From an optimization exercise on the open Yosys and OpenROAD flow, aimed at small area and a short achievable clock period; shortcuts taken in it are not production practice. No run shown here included a check of the RTL's function; only the layout flow was run. No activity file was given, so power comes from the tool's default toggle rates.

==> flow/design.v, too long to show whole: its modules and the start of the top module <==
// module QE_M: 776 lines
// module qe_fa: 5 lines
// module qe_fs: 5 lines
// module qe_fc: 5 lines
// module qe_x2: 5 lines
// module qe_xn: 5 lines
// module qe_cy: 5 lines
// module qe_ha: 5 lines
module QE_M (clk, reset, in_a, in_b, in_c, in_x, mode, valid_in, last_input, valid_out, result);
  // ...
==> flow/flow/run.sh <==
#!/bin/bash
# The standard layout, with buf_2 cells as the port buffers.
bash standard.sh "BUFFER_PORTS_ARGS=-buffer_cell sky130_fd_sc_hd__buf_2" finish > standard.log 2>&1
==> flow/standard.sh <==
#!/bin/bash
# synth_recipe.tcl (not shown) runs the flow's synth.tcl, then flattens the netlist and writes it again
# the make line also repeats each setting of config.mk as NAME=value (left out here)
make -C /OpenROAD-flow-scripts/flow DESIGN_CONFIG=/design/flow/config.mk WORK_HOME=/design/flow/orfs CLKGATE_MAP_FILE= SYNTH_SCRIPT=/design/flow/synth_recipe.tcl "${@:-finish}"
==> flow/config.mk <==
export PLATFORM = sky130hd
export DESIGN_NAME = QE_M
export DESIGN_NICKNAME = QE_M
export VERILOG_FILES = /design/flow/design.v
export SDC_FILE = /design/flow/constraint.sdc
export NUM_CORES = 4
export LEC_CHECK = 0
export CAP_MARGIN = 20
export CORE_MARGIN = 2
export CORE_UTILIZATION = 40
export CTS_BUF_LIST = sky130_fd_sc_hd__clkbuf_8
export SETUP_SLACK_MARGIN = 4
export SLEW_MARGIN = 20
export SYNTH_HIERARCHICAL = 1
==> flow/constraint.sdc <==
create_clock -name core_clock -period 6.5 [get_ports {clk}]
set_input_delay 1.3000 -clock core_clock [delete_from_list [all_inputs] [get_ports {clk}]]
set_output_delay 1.3000 -clock core_clock [all_outputs]
set_load 0.01 [all_outputs]
==> impl_metrics.ini, run 1 <==
[outcome]
status = finished clean

[placement]
placedCellCount = 1116
io_buffer_count = 53
pre_cts_ws_ns = 3.663
dp_hpwl_microns = 11660

[setup_path]
r2r-end = R[15]
critical_path_buf_inv_count = 0
path_max_fanout = 4

[yosys]
syn_area_sq_mm = 0.008272
syn_inst = 835
synth_adder_area_share_pct = 8.955
synthSimpleGateAreaFrac_pct = 10.94
synth_edf_count = 0
synth_top_area_share_pct = 35.58

[timing]
slew_violations = 0
fin_skew_ns = 0.01172
rsz0062_at_grt = true

[power_and_ir_drop]
power_clock_uw = 738
power_frac_clock_pct = 16.0
p_comb_mw = 2.36
power_leader = combinational logic

[detailed_routing]
wl_met3_microns = 493
wl_per_cell_microns = 13.90
wl_met2_microns = 7459
ant_nets = 0
dr.pass1.iters = 6
vias_per_cell = 4.942
highest_layer = met4

[finish]
clkCellAreaFrac_pct = 4.309
finalNetCount = 949
ff_latch_area_sq_mm = 0.003077
nonClkBufAreaFrac_pct = 3.674
final_area_sq_mm = 0.009467

[worst_hold_path]
hp-start = C1[5]
hold_end = C2[5]
hold_path.class = reg2reg

[clock_network]
cts_setup_buffers = 6
cts-buffers-inserted = 17
cts_root_buf = clkbuf_8

[die]
dieArea_sq_mm = 0.02184
die_y_microns = 147.8
rows = 52
==> run 2, diff against run 1 <==
--- a/flow/design.v
+++ b/flow/design.v
@@ -377,63 +377,97 @@
 assign te_cp_g[12] = ~(SBa[12] | SBb[12]);
 qe_x2 te_cp_px13 (.a(SBa[13]), .b(SBb[13]), .y(te_cp_p[13]));
 assign te_cp_g[13] = ~(SBa[13] | SBb[13]);
 qe_x2 te_cp_px14 (.a(SBa[14]), .b(SBb[14]), .y(te_cp_p[14]));
 assign te_cp_g[14] = ~(SBa[14] | SBb[14]);
 qe_x2 te_cp_px15 (.a(SBa[15]), .b(SBb[15]), .y(te_cp_p[15]));
 assign te_cp_g[15] = ~(SBa[15] | SBb[15]);
 wire te_cp_G0_1 = te_cp_g[1] | (te_cp_p[1] & te_cp_g[0]);
+wire te_cp_G0_2 = te_cp_g[2] | (te_cp_p[2] & te_cp_g[1]);
+wire te_cp_P0_2 = te_cp_p[2] & te_cp_p[1];
 wire te_cp_G0_3 = te_cp_g[3] | (te_cp_p[3] & te_cp_g[2]);
 wire te_cp_P0_3 = te_cp_p[3] & te_cp_p[2];
+wire te_cp_G0_4 = te_cp_g[4] | (te_cp_p[4] & te_cp_g[3]);
+wire te_cp_P0_4 = te_cp_p[4] & te_cp_p[3];
 wire te_cp_G0_5 = te_cp_g[5] | (te_cp_p[5] & te_cp_g[4]);
 wire te_cp_P0_5 = te_cp_p[5] & te_cp_p[4];
+wire te_cp_G0_6 = te_cp_g[6] | (te_cp_p[6] & te_cp_g[5]);
+wire te_cp_P0_6 = te_cp_p[6] & te_cp_p[5];
 wire te_cp_G0_7 = te_cp_g[7] | (te_cp_p[7] & te_cp_g[6]);
 wire te_cp_P0_7 = te_cp_p[7] & te_cp_p[6];
+wire te_cp_G0_8 = te_cp_g[8] | (te_cp_p[8] & te_cp_g[7]);
+wire te_cp_P0_8 = te_cp_p[8] & te_cp_p[7];
 wire te_cp_G0_9 = te_cp_g[9] | (te_cp_p[9] & te_cp_g[8]);
 wire te_cp_P0_9 = te_cp_p[9] & te_cp_p[8];
+wire te_cp_G0_10 = te_cp_g[10] | (te_cp_p[10] & te_cp_g[9]);
+wire te_cp_P0_10 = te_cp_p[10] & te_cp_p[9];
 wire te_cp_G0_11 = te_cp_g[11] | (te_cp_p[11] & te_cp_g[10]);
 wire te_cp_P0_11 = te_cp_p[11] & te_cp_p[10];
+wire te_cp_G0_12 = te_cp_g[12] | (te_cp_p[12] & te_cp_g[11]);
+wire te_cp_P0_12 = te_cp_p[12] & te_cp_p[11];
 wire te_cp_G0_13 = te_cp_g[13] | (te_cp_p[13] & te_cp_g[12]);
 wire te_cp_P0_13 = te_cp_p[13] & te_cp_p[12];
+wire te_cp_G0_14 = te_cp_g[14] | (te_cp_p[14] & te_cp_g[13]);
+wire te_cp_P0_14 = te_cp_p[14] & te_cp_p[13];
 wire te_cp_G0_15 = te_cp_g[15] | (te_cp_p[15] & te_cp_g[14]);
 wire te_cp_P0_15 = te_cp_p[15] & te_cp_p[14];
-wire te_cp_G1_2 = te_cp_g[2] | (te_cp_p[2] & te_cp_G0_1);
+wire te_cp_G1_2 = te_cp_G0_2 | (te_cp_P0_2 & te_cp_g[0]);
 wire te_cp_G1_3 = te_cp_G0_3 | (te_cp_P0_3 & te_cp_G0_1);
-wire te_cp_G1_6 = te_cp_g[6] | (te_cp_p[6] & te_cp_G0_5);
-wire te_cp_P1_6 = te_cp_p[6] & te_cp_P0_5;
+wire te_cp_G1_4 = te_cp_G0_4 | (te_cp_P0_4 & te_cp_G0_2);
+wire te_cp_P1_4 = te_cp_P0_4 & te_cp_P0_2;
+wire te_cp_G1_5 = te_cp_G0_5 | (te_cp_P0_5 & te_cp_G0_3);
+wire te_cp_P1_5 = te_cp_P0_5 & te_cp_P0_3;
+wire te_cp_G1_6 = te_cp_G0_6 | (te_cp_P0_6 & te_cp_G0_4);
+wire te_cp_P1_6 = te_cp_P0_6 & te_cp_P0_4;
 wire te_cp_G1_7 = te_cp_G0_7 | (te_cp_P0_7 & te_cp_G0_5);
 wire te_cp_P1_7 = te_cp_P0_7 & te_cp_P0_5;
-wire te_cp_G1_10 = te_cp_g[10] | (te_cp_p[10] & te_cp_G0_9);
-wire te_cp_P1_10 = te_cp_p[10] & te_cp_P0_9;
+wire te_cp_G1_8 = te_cp_G0_8 | (te_cp_P0_8 & te_cp_G0_6);
+wire te_cp_P1_8 = te_cp_P0_8 & te_cp_P0_6;
+wire te_cp_G1_9 = te_cp_G0_9 | (te_cp_P0_9 & te_cp_G0_7);
+wire te_cp_P1_9 = te_cp_P0_9 & te_cp_P0_7;
+wire te_cp_G1_10 = te_cp_G0_10 | (te_cp_P0_10 & te_cp_G0_8);
+wire te_cp_P1_10 = te_cp_P0_10 & te_cp_P0_8;
 wire te_cp_G1_11 = te_cp_G0_11 | (te_cp_P0_11 & te_cp_G0_9);
 wire te_cp_P1_11 = te_cp_P0_11 & te_cp_P0_9;
-wire te_cp_G1_14 = te_cp_g[14] | (te_cp_p[14] & te_cp_G0_13);
-wire te_cp_P1_14 = te_cp_p[14] & te_cp_P0_13;
+wire te_cp_G1_12 = te_cp_G0_12 | (te_cp_P0_12 & te_cp_G0_10);
+wire te_cp_P1_12 = te_cp_P0_12 & te_cp_P0_10;
+wire te_cp_G1_13 = te_cp_G0_13 | (te_cp_P0_13 & te_cp_G0_11);
+wire te_cp_P1_13 = te_cp_P0_13 & te_cp_P0_11;
+wire te_cp_G1_14 = te_cp_G0_14 | (te_cp_P0_14 & te_cp_G0_12);
+wire te_cp_P1_14 = te_cp_P0_14 & te_cp_P0_12;
 wire te_cp_G1_15 = te_cp_G0_15 | (te_cp_P0_15 & te_cp_G0_13);
 wire te_cp_P1_15 = te_cp_P0_15 & te_cp_P0_13;
-wire te_cp_G2_4 = te_cp_g[4] | (te_cp_p[4] & te_cp_G1_3);
-wire te_cp_G2_5 = te_cp_G0_5 | (te_cp_P0_5 & te_cp_G1_3);
-wire te_cp_G2_6 = te_cp_G1_6 | (te_cp_P1_6 & te_cp_G1_3);
+wire te_cp_G2_4 = te_cp_G1_4 | (te_cp_P1_4 & te_cp_g[0]);
+wire te_cp_G2_5 = te_cp_G1_5 | (te_cp_P1_5 & te_cp_G0_1);
+wire te_cp_G2_6 = te_cp_G1_6 | (te_cp_P1_6 & te_cp_G1_2);
 wire te_cp_G2_7 = te_cp_G1_7 | (te_cp_P1_7 & te_cp_G1_3);
-wire te_cp_G2_12 = te_cp_g[12] | (te_cp_p[12] & te_cp_G1_11);
-wire te_cp_P2_12 = te_cp_p[12] & te_cp_P1_11;
-wire te_cp_G2_13 = te_cp_G0_13 | (te_cp_P0_13 & te_cp_G1_11);
-wire te_cp_P2_13 = te_cp_P0_13 & te_cp_P1_11;
-wire te_cp_G2_14 = te_cp_G1_14 | (te_cp_P1_14 & te_cp_G1_11);
-wire te_cp_P2_14 = te_cp_P1_14 & te_cp_P1_11;
+wire te_cp_G2_8 = te_cp_G1_8 | (te_cp_P1_8 & te_cp_G1_4);
+wire te_cp_P2_8 = te_cp_P1_8 & te_cp_P1_4;
+wire te_cp_G2_9 = te_cp_G1_9 | (te_cp_P1_9 & te_cp_G1_5);
+wire te_cp_P2_9 = te_cp_P1_9 & te_cp_P1_5;
+wire te_cp_G2_10 = te_cp_G1_10 | (te_cp_P1_10 & te_cp_G1_6);
+wire te_cp_P2_10 = te_cp_P1_10 & te_cp_P1_6;
+wire te_cp_G2_11 = te_cp_G1_11 | (te_cp_P1_11 & te_cp_G1_7);
+wire te_cp_P2_11 = te_cp_P1_11 & te_cp_P1_7;
+wire te_cp_G2_12 = te_cp_G1_12 | (te_cp_P1_12 & te_cp_G1_8);
+wire te_cp_P2_12 = te_cp_P1_12 & te_cp_P1_8;
+wire te_cp_G2_13 = te_cp_G1_13 | (te_cp_P1_13 & te_cp_G1_9);
+wire te_cp_P2_13 = te_cp_P1_13 & te_cp_P1_9;
+wire te_cp_G2_14 = te_cp_G1_14 | (te_cp_P1_14 & te_cp_G1_10);
+wire te_cp_P2_14 = te_cp_P1_14 & te_cp_P1_10;
 wire te_cp_G2_15 = te_cp_G1_15 | (te_cp_P1_15 & te_cp_G1_11);
 wire te_cp_P2_15 = te_cp_P1_15 & te_cp_P1_11;
-wire te_cp_G3_8 = te_cp_g[8] | (te_cp_p[8] & te_cp_G2_7);
-wire te_cp_G3_9 = te_cp_G0_9 | (te_cp_P0_9 & te_cp_G2_7);
-wire te_cp_G3_10 = te_cp_G1_10 | (te_cp_P1_10 & te_cp_G2_7);
-wire te_cp_G3_11 = te_cp_G1_11 | (te_cp_P1_11 & te_cp_G2_7);
-wire te_cp_G3_12 = te_cp_G2_12 | (te_cp_P2_12 & te_cp_G2_7);
-wire te_cp_G3_13 = te_cp_G2_13 | (te_cp_P2_13 & te_cp_G2_7);
-wire te_cp_G3_14 = te_cp_G2_14 | (te_cp_P2_14 & te_cp_G2_7);
+wire te_cp_G3_8 = te_cp_G2_8 | (te_cp_P2_8 & te_cp_g[0]);
+wire te_cp_G3_9 = te_cp_G2_9 | (te_cp_P2_9 & te_cp_G0_1);
+wire te_cp_G3_10 = te_cp_G2_10 | (te_cp_P2_10 & te_cp_G1_2);
+wire te_cp_G3_11 = te_cp_G2_11 | (te_cp_P2_11 & te_cp_G1_3);
+wire te_cp_G3_12 = te_cp_G2_12 | (te_cp_P2_12 & te_cp_G2_4);
+wire te_cp_G3_13 = te_cp_G2_13 | (te_cp_P2_13 & te_cp_G2_5);
+wire te_cp_G3_14 = te_cp_G2_14 | (te_cp_P2_14 & te_cp_G2_6);
 wire te_cp_G3_15 = te_cp_G2_15 | (te_cp_P2_15 & te_cp_G2_7);
 assign te_cp_c[0] = 1'b0;
 assign te_cp_c[1] = te_cp_g[0];
 assign te_cp_c[2] = te_cp_G0_1;
 assign te_cp_c[3] = te_cp_G1_2;
 assign te_cp_c[4] = te_cp_G1_3;
 assign te_cp_c[5] = te_cp_G2_4;
 assign te_cp_c[6] = te_cp_G2_5;
==> run 2 against run 1 <==
Worst setup slack lost 0.025 ns. Total power fell by 1.7%. Synthesized cell count down 0.24%. Global-route usage grew 0.14 points. First-iteration DRC count down 2.2%.
==> impl_metrics.ini, run 2 <==
[finish]
n_antenna_cell = 0
final_area_sq_mm = 0.009284
final_core_util_pct = 46.03
finalNetCount = 941
final_common_cell = xor2_1
top_regs = R: 16 flops, Y: 16 flops
layout_common_cells = xor2_1, dfxtp_1, nand2_1, buf_2, a22oi_1
layout-drive-gt1-share_pct = 14.77
area_growth_pct = 13.21

[yosys]
yosysSeqAreaShare_pct = 37.43
synth_xor_area_share_pct = 25.21
synth.ff_latch_count = 152
synth_warnings = 7
synth_top_family_by_area = XOR/XNOR gates
synth_top_area_share_pct = 35.89
synth_edf_count = 0
avgSynthCellArea_sq_um = 9.844
syn_inst = 833
synthSimpleGateAreaFrac_pct = 10.28
syn_area_sq_mm = 0.008200
muxShareOfSynthArea_pct = 0.2746
yosysUniqueCellTypes = 41
synth_compound_area_share_pct = 14.98
synth.area.top_cells = dfxtp_1, xor2_1, fa_1, a22o_1, a22oi_1
async_flop_share_pct = 3.289
synth_flop_cell = dfxtp_1
ys_top_cells_by_count = xor2_1, dfxtp_1, nand2_1, a22oi_1, a22o_1
synth_top_area_cell = dfxtp_1
synth.most_common_cell = xor2_1
synth_adder_area_share_pct = 9.033

[clock_network]
cts_tree = yes
cts_root_buf = clkbuf_8
clk_latency_ns = 0.46
cts-buffers-inserted = 17
cts-htree-levels = 4
path_clk_slew_ns = 0.10
cts.sinks = 152
clk_path_buf_depth = 2

[detailed_routing]
wl_microns = 15830
drc_errors = 0
vias = 5538
ant_nets = 0
vias_per_cell = 4.816
dr.pass1.iters = 5
wl_per_cell_microns = 13.76
drt_iter0_markers = 224

[timing]
fmax_mhz = 409.9
tns_ns = 0
finalCritPeriodShare_pct = 37.53
slew_headroom_pct = 64.32
final.min_clock_period_ns = 2.440
rsz0062_at_grt = true
fin_skew_ns = 0.01725
worstMarginPinSlew_ns = 0.5344
slew_violations = 0
finalHoldViolations = 0
finalSetupViolations = 0

[setup_path]
cp_cell_sequence = xor2_4, xor2_2, xor2_1, or3b_4, a31oi_4, o211ai_2, a31oi_4, a41oi_4, o21bai_1, xor2_1
reg2reg_from = T1b2
r2r_slack_ns = 4.06
crit_arrival_ns = 2.82
slowest_delay_ns = 0.42
r2r-end = R[14]
critical-path-slowest-cell = or3b_4
crit_end = R[14]
critPathLaunch = T1b2
path_max_fanout = 5
rr_worst_depth = 10
setup.worst_path.end_class = flip-flop
critPathRequiredTime_ns = 6.88
cp-start-kind = flip-flop
critPathTopFamily = compound AO/OA/AOI/OAI gates
path_depth = 10
critical_path_buf_inv_count = 0
critPathKind = reg2reg

[power_and_ir_drop]
switching_share_pct = 41.71
power_switching_mw = 1.890
seqPwrFrac_pct = 33.5
intPower_mw = 2.640
vdd_ir_drop_max_mv = 0.2020
power_frac_clock_pct = 16.3
power_frac_comb_pct = 50.2
p_leak_nw = 3.716
p_per_area_mw_per_mm2 = 488.0

[global_route]
grt_pass1_wl_microns = 26820
antenna_found_initial = 0
grt.total_usage_pct = 15.36
grt-ovfl-total = 0
grt_pass1_vias = 5473
grt_start_max_net_pins = 36

[placement]
place_congestion = 0.8114
io_buffer_count = 53
dpl_cell_area_sq_mm = 0.008762
dp_hpwl_microns = 11670

[run]
drv_cap = 0

[die]
dieArea_sq_mm = 0.02166
ioPinCount = 54
die_width_microns = 147.2
start_util_pct = 40.66
core_area_sq_mm = 0.02017
rows = 52
die_y_microns = 147.2

[worst_hold_path]
hold_path.class = reg2reg

[outcome]
status = finished clean
==> run 2: changes by cell type in the layout (fill, tap and decap cells not counted), moves of 4 or more <==
cell / previous run / this run
or2_1: 10 / 19
or2_2: 12 / 2
o21ai_0: 37 / 17
xor2_2: 13 / 5
buf_4: 11 / 5
a21o_1: 3 / 7
o21ai_1: 3 / 24
xor2_1: 187 / 194
clkinvlp_4: 0 / 4
a21oi_1: 1 / 5
clkinv_4: 4 / 0
clkinv_8: 0 / 4
==> run 2: what timing repair did <==
action,CTS,global route
pin swaps,7,7
endpoints found under the setup margin,7,20
resized for setup,6,11
buffers inserted,4,0
hold buffers,0,0
hold endpoints to repair,0,0
==> run 2: worst reg2reg max path, cell delays in order (launching register included) <==
cell and delay, ns:
dfxtp_4 0.37, xor2_4 0.19, xor2_2 0.18, xor2_1 0.18
or3b_4 0.42, a31oi_4 0.15, o211ai_2 0.12, a31oi_4 0.25
a41oi_4 0.17, o21bai_1 0.20, xor2_1 0.14
==> run 2: layer usage <==
| metal | track usage (%) | routed length [microns] | vias to the layer above |
|---|---|---|---|
| met4 | 5.048 | 228 | 0 |
| met3 | 2.826 | 410 | 13 |
| li1 | - | - | 2840 |
| met2 | 24.84 | 7248 | 77 |
| met1 | 20.85 | 7941 | 2608 |
| met5 | 0 | 0 | - |
==> run 2: cell families (layout without fill, tap and decap cells) <==
logic type               count (synthesis)  in the layout
other                                    2              4
XOR/XNOR                               236            236
buffers and inverters                   59            104
AND/OR/NAND/NOR                        178            178
adder cells (fa/ha/maj)                 37             37
flip-flops                             152            152
multiplexers                             2              2
AO/OA/AOI/OAI                          167            167
==> run 2: final cells by class <==
cell class,instances,area [sq um]
repair buffers,58,302.8
multi-input cells,624,5090
well taps,270,337.8
inverters,14,52.55
clock inverters,15,185.2
clock buffers,17,234.0
fillers,1986,10890
flip-flops and latches,152,3082
==> run 2: metrics by stage <==
stage	setup WS [ns]	std cells	hold WS, ns	power [mW]
global route	3.885	1150	0.3341	4.923
floorplan	3.968	835	0.3096	3.404
detailed placement	3.654	1114	0.3143	3.796
finish	4.060	1150	0.3235	4.530
global placement	3.689	1114	0.3112	3.739
CTS	4.002	1150	0.3266	4.563
==> run 2: worst min path at each step <==
| stage | from | end | cells past startpoint |
|---|---|---|---|
| after floorplan | C1[0] | C2[0] | 0 |
| after global placement | C1[0] | C2[0] | 0 |
| after detailed placement | C1[1] | C2[1] | 0 |
| after CTS | C1[1] | C2[1] | 0 |
| after global routing | C1[3] | C2[3] | 0 |
| final | C1[1] | C2[1] | 0 |
==> run 2: per-module statistics from Yosys (local to each module, per instance) <==
module	cell area (sq um)	flip-flops and latches	cells inside	times used
qe_fa	20.02	0	1	37
qe_x2	8.758	0	1	158
qe_cy	8.758	0	1	45
qe_xn	8.758	0	1	23
QE_M	5480	152	570	1
==> run 2: power groups by stage <==
stage               Combinational [mW]  Clock [mW]  Sequential [mW]
finish                            2.27       0.739             1.52
CTS                               2.28       0.763             1.52
global route                      2.56       0.809             1.56
detailed placement                2.26           0             1.54
global placement                  2.21           0             1.53
floorplan                         1.96           0             1.44

separate check: timing with driven ports:
Ports are ideal in the flow. The routed layouts listed here were re-timed in OpenROAD.
Step 1: set_driving_cell puts a clkbuf_16 on clk and a buf_2 on each other input, an assumption about the parent block.
Step 2 adds t to the input delays and takes it off the output delays; t is the mean of the earliest and latest rising clock arrival at the registers after step 1. Input paths then give back, and output paths get back, about the clock's delay inside the block.
Slacks: ideal ports / drivers / drivers and shift; pairs: ideal ports / drivers.
| run | t (ns) | setup WS [ns] | worst setup path after step 2 |
|---|---|---|---|
| run 1 | 0.478 | 4.085 / 4.085 / 3.666 | input to register |
| run 2 | 0.486 | 4.060 / 4.060 / 3.666 | input to register |
After both steps every run listed still meets setup and hold. The setup slack of run 1, which loses most, moves by 0.000 ns with the drivers and by -0.419 ns with both steps.
